This is an optimization exercise on Yosys and OpenROAD, whose aim is small area and a short achievable clock period, not a production implementation. Where RTL was checked, it was by simulation tests only, not by an equivalence proof against the original.

## run a
==> flow/design.v (excerpt) <==
module dit_fft_8(clk,rst_n,in1r,in1i,in2r,in2i,in3r,in3i,in4r,in4i,in5r,in5i,in6r,in6i,in7r,in7i,in8r,in8i,y1r,y1i,y2r,y2i,y3r,y3i,y4r,y4i,y5r,y5i,y6r,y6i,y7r,y7i,y8r,y8i,write,start,ready);
For scale: roughly 510 flip-flops, roughly 520 I/O pins, ~65000 µm² of cells after synthesis.
Settings: LEC_CHECK=0, CAP_MARGIN=20, CORE_MARGIN=2, CORE_UTILIZATION=40, SETUP_SLACK_MARGIN=4.3, SLEW_MARGIN=20, SYNTH_HIERARCHICAL=1, TNS_END_PERCENT=10; clock period 10.0 ns.
standard.sh (not shown) runs the stock make flow with config.mk's settings and CLKGATE_MAP_FILE= SYNTH_SCRIPT=/design/flow/synth_recipe.tcl, a recipe that flattens the netlist after the stock synthesis.
==> flow/flow/run.sh <==
#!/bin/bash
# The standard layout, with small buffers on the ports (timing repair
# upsizes the ones that need it). make's full output goes to make.log here;
# ORFS keeps each step's own log under orfs/logs.
set -euo pipefail
export BUFFER_PORTS_ARGS="-buffer_cell sky130_fd_sc_hd__buf_2"
bash standard.sh > make.log 2>&1
The inputs of run b differ from those of run a as listed below.
--- a/flow/config.mk
+++ b/flow/config.mk
@@ -10,5 +10,4 @@
 export CORE_UTILIZATION = 40
-export SETUP_SLACK_MARGIN = 4.3
+export SETUP_SLACK_MARGIN = 4.0
 export SLEW_MARGIN = 20
 export SYNTH_HIERARCHICAL = 1
-export TNS_END_PERCENT = 10
### Flow results
- Met3 track demand over resource: run b vs run a down 0.58 points
- Going from run a to run b, critical path buffer and inverter count shrinks by 1.
- On setup slack, run a beats run b.
- Run b vs run a, final period utilization went up by 0.32 points.
- Register-to-register slack across run b and run a: no real change.
- Summary of run b over run a: amount of wire on met3 after detailed routing moved down; wire length moved up.
No functional check of the RTL was part of any run of this note.

========
== run X ==
dit_fft_8, a different RTL version from the one above (not shown whole).
Size in the first run: roughly 6400 cells after synthesis, about 520 I/O pins, roughly 70000 µm² of cells after synthesis.
## dit_fft_8
module dit_fft_8(clk,rst_n,in1r,in1i,in2r,in2i,in3r,in3i,in4r,in4i,in5r,in5i,in6r,in6i,in7r,in7i,in8r,in8i,y1r,y1i,y2r,y2i,y3r,y3i,y4r,y4i,y5r,y5i,y6r,y6i,y7r,y7i,y8r,y8i,write,start,ready);
clock: 10.0 ns
lec_check: 0
cap_margin: 20
core_margin: 2
core_utilization: 40
setup_slack_margin: 3.0
slew_margin: 20
synth_hierarchical: 1
Scripts as last shown in full above: flow/flow/run.sh
Input-level comparison between run B and run X:
Settings: SETUP_SLACK_MARGIN: 3.0 -> 4.5.
Notes after the runs:
| met2 wire length | run B vs run X | about 12% higher |. Run X → run B: count of clock-buffer cells in the layout went down, minimum clock period after layout lower. Changes observed in run B relative to run X: total global-route track usage picked up an extra 1.8 points, sequential share of layout area lost 3.5 points, setup slack of the most critical reg-to-reg path picked up an extra 0.71 ns. Compared run B vs run X, and total number of cells along the worst setup path is up in run B. Share of cell area taken by multi-input logic gates (run B over run X): increase, 0.17 points. Comparing run B and run X, the lower largest net degree at the start of global routing is on run B.

========
== red ==
Another version of the RTL of dit_fft_8 (not shown whole).
For scale: roughly 510 flip-flops, roughly 520 I/O pins, roughly 68000 um2 of cells after synthesis.
// dit_fft_8
module dit_fft_8(clk,rst_n,in1r,in1i,in2r,in2i,in3r,in3i,in4r,in4i,in5r,in5i,in6r,in6i,in7r,in7i,in8r,in8i,y1r,y1i,y2r,y2i,y3r,y3i,y4r,y4i,y5r,y5i,y6r,y6i,y7r,y7i,y8r,y8i,write,start,ready);
Settings: LEC_CHECK=0, CAP_MARGIN=20, CORE_MARGIN=2, CORE_UTILIZATION=40, SETUP_SLACK_MARGIN=4.0, SLEW_MARGIN=20, SYNTH_HIERARCHICAL=1; clock period 10.0 ns.
Scripts as last shown in full above: flow/flow/run.sh
Inputs modified between red and blue:
--- a/flow/flow/run.sh
+++ b/flow/flow/run.sh
@@ -5,3 +5,3 @@
 set -euo pipefail
-export BUFFER_PORTS_ARGS="-buffer_cell sky130_fd_sc_hd__buf_2"
+export BUFFER_PORTS_ARGS="-buffer_cell sky130_fd_sc_hd__buf_1"
 bash standard.sh > make.log 2>&1
Having completed the whole flow, blue delivered a layout that passed the timing, design-rule and antenna checks. red ended up with NE1i[3] as its origin of the worst setup path; blue ended up with in1r[15]. Relative to red, number of cells on the critical path has gone down in blue. Compared with red, blue shows final critical path time including I/O delays and setup lower by 0.020 ns.
No run of this note included a check of the RTL's function; only the layout flow was run.

========
## build 89
dit_fft_8, a different RTL version from the one above (not shown whole).
Size in the first run: about 520 I/O pins, roughly 0.063 sq mm of cells after synthesis.
export LEC_CHECK = 0
export CAP_MARGIN = 20
export CORE_MARGIN = 2
export CORE_UTILIZATION = 50
export GPL_ROUTABILITY_DRIVEN = 0
export SETUP_SLACK_MARGIN = 4.1
export SLEW_MARGIN = 20
export SYNTH_HIERARCHICAL = 1
create_clock -name core_clock -period 10.0 [get_ports {clk}]
==> flow/flow/run.sh <==
#!/bin/bash
# The standard layout, with small buffers on the ports (timing repair
# upsizes the ones that need it). make's full output goes to make.log here;
# ORFS keeps each step's own log under orfs/logs.
set -euo pipefail
export BUFFER_PORTS_ARGS="-buffer_cell sky130_fd_sc_hd__buf_2"
bash standard.sh > make.log 2>&1
Edits applied to the flow inputs when going from build 89 to trial 97:
- changing SETUP_SLACK_MARGIN from 4.1 to 4.25
[summary]
Trial 97: PASS, flow complete, no timing, DRC or antenna violations. Looking at type of the worst setup path, the register to output pin result is from build 89; the primary input to register one comes from trial 97. Compared with build 89, trial 97 shows a core utilization that is 1.1 points higher. From build 89 to trial 97 the numbers moved as follows: aggregate global-route resource usage has decreased, non-clock buffer contribution to total cell area has increased, number of non-filler instances in the completed layout has increased. Sequential share of layout area, build 89 and trial 97: higher on build 89. Comparing setup slack for build 89 and trial 97, the bigger number came from trial 97.

static timing again, ports no longer ideal:
The results above use ideal ports. As a check the final layouts listed here were re-extracted and re-timed, cells and wires unchanged.
Step 1, drivers: a clkbuf_16 drives clk and a buf_2 each remaining input, both assumed.
Step 2 moves the port delays by t, midway between the first and last clock arrival at a register: inputs arrive t later, outputs are due t later. That takes back most of the time a late clock gives input paths.
Three values: ideal ports, drivers, drivers and shift; two values: the first two.
run | shift t [ns] | setup slack, ns | latest minus earliest clock arrival (ns) | worst data-port slew with drivers (ns) | pins driven straight from the clock port
run a of note 1 | 0.746 | 3.975 / 3.921 / 3.339 | 0.050 / 0.050 | 0.17 | 1
run b of note 1 | 0.754 | 3.943 / 3.898 / 3.237 | 0.044 / 0.045 | 0.15 | 1
run X of note 2 | 0.763 | 3.251 / 3.172 / 2.622 | 0.105 / 0.105 | 0.10 | 1
run B of note 2 | 0.759 | 4.286 / 4.209 / 3.708 | 0.057 / 0.056 | 0.11 | 1
red | 0.760 | 4.064 / 3.985 / 3.401 | 0.056 / 0.056 | 0.08 | 1
blue | 0.756 | 4.084 / 4.017 / 3.376 | 0.049 / 0.049 | 0.07 | 1
build 89 | 0.745 | 4.169 / 4.091 / 3.437 | 0.039 / 0.040 | 0.19 | 1
trial 97 | 0.740 | 4.252 / 4.237 / 3.545 | 0.059 / 0.060 | 0.12 | 1
After both steps every run listed still meets setup and hold. The setup slack of build 89, which loses most, moves by -0.078 ns with the drivers and by -0.732 ns with both steps.
